From an optimization exercise on the open Yosys and OpenROAD flow, aimed at small area, a short achievable clock period and few clock cycles per item; shortcuts taken in it are not production practice. Only simulation tests tie the RTL to the original design; equivalence was not proved.

==> flow/design.v (outline; a module is shown in full before it is edited, if it fits) <==
// module fa: 4 lines
// module ha: 4 lines
// module sq_mod_p: 959 lines
// module sq_mod_q: 1504 lines
// module crt_pq: 821 lines
// module decode_7seg: 26 lines
// module bbs_generator: 52 lines
module bbs_generator(
    input  wire CLOCK_50,
    input  wire res,
    input  wire [63:0] seed,
    output wire [9:0] LEDR,
    output reg  valid,
    output wire [63:0] x_out,
    output wire [6:0] HEX0,
    output wire [6:0] HEX1,
    output wire [6:0] HEX2,
    output wire [6:0] HEX3,
    output wire [6:0] HEX4,
    output wire [6:0] HEX5
);
  // ...
==> flow/run.sh <==
#!/bin/bash
# synth_recipe.tcl (not shown) runs the flow's synth.tcl, then flattens the netlist and writes it again
# the make line also repeats each setting of config.mk as NAME=value (left out here)
make -C /OpenROAD-flow-scripts/flow DESIGN_CONFIG=/design/flow/config.mk WORK_HOME=/design/flow/orfs CLKGATE_MAP_FILE= SYNTH_SCRIPT=/design/flow/synth_recipe.tcl finish
==> flow/config.mk <==
export PLATFORM = sky130hd
export DESIGN_NAME = bbs_generator
export DESIGN_NICKNAME = bbs_generator
export VERILOG_FILES = /design/flow/design.v
export SDC_FILE = /design/flow/constraint.sdc
export NUM_CORES = 4
export LEC_CHECK = 0
export CAP_MARGIN = 20
export CORE_MARGIN = 2
export CORE_UTILIZATION = 40
export SETUP_SLACK_MARGIN = 0.5
export SLEW_MARGIN = 20
export SYNTH_HIERARCHICAL = 1
export SYNTH_MINIMUM_KEEP_SIZE = 0
==> flow/constraint.sdc <==
create_clock -name core_clock -period 12.0 [get_ports {CLOCK_50}]
set_input_delay 2.4000 -clock core_clock [delete_from_list [all_inputs] [get_ports {CLOCK_50}]]
set_output_delay 2.4000 -clock core_clock [all_outputs]
set_load 0.01 [all_outputs]
==> run notes, run 1 <==
status=timing/DRC/antenna clean; Synth Register Bits=151; CTS max path bufs=2; DR iter-0 viols=3770; mux contribution to synthesized area=0.592%; EDFF count, synth=0; Final WS setup=0.241 ns; Setup crit end=x_reg[58]; CTS tree=yes; Root Buffer Master=clkbuf_16; Final ANT Viol Nets=0; cell group occupying the most layout area=multi-input gates; max-slew violation count=0; Die Y=388 um; Finished Core Util=48.0%; routed length on met1=88.2 mm; area of the multi-input gates=55600 um^2; clk latency of the worst-skew pair=0.52 ns; Worst setup EP type=flip-flop; first-pass GRT wire length=316 mm; routed via count=45593; Layout clock area frac=0.808%; crit path DAT=12.15 ns; # Taps=1917; fin crit share=98.0%; Achievable Freq=85.0 MHz
Testbench counts, summed over its fixed seeds: cycles 216, numbers 192.
==> run 2, diff against run 1 <==
--- a/flow/config.mk
+++ b/flow/config.mk
@@ -10,3 +10,3 @@
 export CORE_UTILIZATION = 40
-export SETUP_SLACK_MARGIN = 0.5
+export SETUP_SLACK_MARGIN = 2.5
 export SLEW_MARGIN = 20
==> run 2 against run 1 <==
Against the previous run:
- register-to-register slack better by 0.04 ns
- final cell count shrank 1.4%
- sequential share of layout area rose by 0.053 points
- clock skew shrank 0.0034 ns
- non-clock buffer count shrank 116
==> run notes, run 2 <==
status=timing/DRC/antenna clean (unchanged); routed via count=45489 (was 45593); Critical Path RT=12.42 ns (was 12.39 ns); Core ar.=146000 um^2 (unchanged); FFs w/ async S/R, synth=100% (unchanged); Nets=7926 (was 8043); 1st-pass router iterations=6 (was 5); RSZ-0062 raised after global routing=true (unchanged); CP peak stage delay=0.56 ns (was 0.62 ns); area of the die=151000 um^2 (unchanged); DR iter-0 viols=3663 (was 3770); max_slew headroom=33.3% (was 24.4%); Placed Area=66400 um^2 (was 66600 um^2); initial antenna violation count=12 (was 11); Worst setup EP type=flip-flop (unchanged); gpl congestion=0.991 (was 0.978); Yosys top cell by area=fa_1 (unchanged); worst-case hold slack=0.485 ns (was 0.469 ns); Mapped Area=59000 um^2 (unchanged); Worst R2R Start=a_reg[4] (was a_reg[22]); Final setup viols=0 (unchanged); clk sinks=151 (unchanged); Seq/Total Area, Yosys=6.41% (unchanged); Clock transition at path regs=0.08 ns (was 0.07 ns); HPWL after DPL=161 mm (about the same); EDFF count, synth=0 (unchanged); routed len/inst=25.9 um (was 25.6 um); largest cells by area after synthesis=fa_1 49%, and2_1 11%, ha_1 8.3%, dfrtp_1 6.4%, a21oi_1 2.3% (unchanged); Initial Utilization=40.4% (unchanged); # Max-Cap Violations=0 (unchanged); Worst setup SP type=flip-flop (unchanged); worst setup path startpoint=a_reg[4] (was a_reg[22]); # IOs=183 (unchanged); Achievable Freq=85.4 MHz (was 85.0 MHz); Cells after Synth=5567 (unchanged); hold path startpoint=phase[0] (unchanged); total global-route track usage=27.9% (was 28.0%); Worst path slowest cell=fa_1 (was fa_2); proportion of layout cells with a drive suffix above 1=18.7% (was 19.9%); vias in the first global route=50075 (was 49957); worst min-delay path class=reg2reg (unchanged); row count=140 (unchanged); setup_tns=0 ns (unchanged); top-count cell post-synth=fa_1 (unchanged); Area growth, synth to finish=17.7% (was 18.8%); largest net degree at the start of global routing=95 (was 63); crit-path max FO=7 (unchanged); CTS tree=yes (unchanged); Placed Instances=7836 (was 7957); TritonCTS Buffers=17 (unchanged); Root Buffer Master=clkbuf_16 (unchanged); max-slew violation count=0 (unchanged); CTS max path bufs=2 (unchanged); top cells by count, synth=1438 x fa_1, 1024 x and2_1, 392 x ha_1, 269 x a21oi_1, 246 x clkbuf_1 (unchanged); Hold Fails Final Rpt=0 (unchanged); Synth Register Bits=151 (unchanged); Synth top area share=48.8% (unchanged); Syn. warnings=8 (unchanged); most common cell after layout, fill and taps aside=fa_1 (unchanged); Cell Count, Final, Fillers Out=7967 (was 8083); Die Y=388 um (unchanged); Cell variety after synth=120 (unchanged); Final ANT Viol Nets=0 (unchanged); crit path DAT=12.14 ns (was 12.15 ns); Worst Clk Skew=0.0195 ns (was 0.0229 ns); top_reg_cell synth=dfrtp_1 (unchanged); Avg Inst Size Synth=10.6 um^2 (unchanged); total global routing overflow=0 (unchanged); Design Area, Final=69400 um^2 (was 70100 um^2); worst-margin pin slew=0.992 ns (was 1.13 ns); I/O Buffers=172 (unchanged); max reg flops=62 (unchanged); commonest cells after routing, fill and taps aside=1407 x fa_1, 1024 x and2_1, 486 x buf_4, 341 x ha_1, 224 x a21oi_1 (was 1403 x fa_1, 1021 x and2_1, 603 x buf_4, 332 x ha_1, 233 x a21oi_1); H-tree levels=4 (unchanged); critical path class=reg2reg (unchanged); total wire length=207 mm (about the same); DRC violations left=0 (unchanged); first-pass GRT wire length=316 mm (about the same); clk latency of the worst-skew pair=0.52 ns (about the same); die width=388 um (unchanged); fin crit share=97.6% (was 98.0%); min cycle time layout=11.71 ns (was 11.76 ns); vias per cell=5.71 (was 5.64)
[run 2: metrics by stage]
stage	setup slack [ns]	utilization [%]
after floorplan	0.931	-
after global placement	-0.266	45.4
after detailed placement	-0.223	45.4
after CTS	0.396	46.7
after global routing	-0.115	47.5
final	0.285	47.5
[run 2: final timing paths]
check	endpoint	slack, ns	cells after the start
max	x_reg[49]	0.29	44
min	phase[0]	0.49	1
max reg2reg	x_reg[49]	0.29	44
min reg2reg	phase[0]	0.49	1
max in group asynchronous	a_reg[18]	8.10	3
min in group asynchronous	x_reg[3]	2.49	2
[run 2: worst max-delay path: cells and delay by family, from the launching register on]
family | cells | cell delay, ns
AO/OA/AOI/OAI | 18 | 4.01
XOR/XNOR | 2 | 0.32
adder cells (fa/ha/maj) | 13 | 5.27
buffers and inverters | 4 | 0.47
flip-flops | 1 | 0.36
AND/OR/NAND/NOR | 7 | 1.19
[run 2: kinds of logic (layout without fill, tap and decap cells)]
group / Yosys count / in the layout / share of synthesized area, %
xor gates and xnor gates: 225 / 225 / 3.42
buffers and inverters: 505 / 941 / 3.55
other: 2 / 49 / 0.0127
AOI/OAI and AO/OA: 888 / 888 / 9.87
and+or+nand+nor: 1939 / 1939 / 19.0
adders and majority gates: 1830 / 1830 / 57.1
DFF: 151 / 151 / 6.41
muxes: 27 / 27 / 0.592
[run 2: layout make-up]
cell class,count,area [um^2]
timing repair buffer,714,6100
antenna,7,17.5
tap,1917,2400
sequential,151,3780
multi-input combinational,4951,55800
inverter,195,739
fill,13551,76600
clock inverter,15,189
clock buffer,17,425
[run 2: per-module statistics from Yosys, one instance, submodules excluded]
module | flip-flops and latches | cells inside
decode_7seg | 0 | 32
fa | 0 | 1
bbs_generator | 151 | 309
crt_pq | 0 | 1128
ha | 0 | 1
sq_mod_q | 0 | 1491
sq_mod_p | 0 | 910
[run 2: layer usage]
layer  part of all wire [%]  global-route usage, %  routed length [um]  vias up
met3                    7.2                   4.95               14900      318
met1                     42                   38.4               87500    24112
met4                    3.7                   9.08                7740        0
li1                       -                      -                   -    19247
met5                      0                      0                   0        -
met2                     47                   44.9               96500     1812
[run 2: what timing repair did]
| item | CTS | global route |
|---|---|---|
| endpoints found under the setup margin | 115 | 113 |
| hold buffers | 0 | 0 |
| gates resized for setup | 157 | 175 |
| hold endpoints to repair | 0 | 0 |
| pin swaps | 121 | 108 |
| buffers inserted | 60 | 32 |

port drivers added, routing unchanged:
The results above use ideal ports. As a check the final layouts listed here were re-extracted and re-timed, cells and wires unchanged. Step 1, drivers: a clkbuf_16 drives CLOCK_50 and a buf_2 each remaining input, both assumed. Step 2, shift: input delay + t, output delay - t, t = (earliest + latest rising clock arrival at the registers) / 2. This alone moves slack from input paths to output paths. Slacks: ideal ports / drivers / drivers and shift; pairs: ideal ports / drivers.
run	t (ns)	setup slack, ns	hold slack, ns
run 1	0.581	0.241 / 0.241 / 0.241	0.469 / 0.469 / 0.469
run 2	0.577	0.285 / 0.285 / 0.285	0.485 / 0.485 / 0.485
After both steps setup and hold are still met in every run listed.
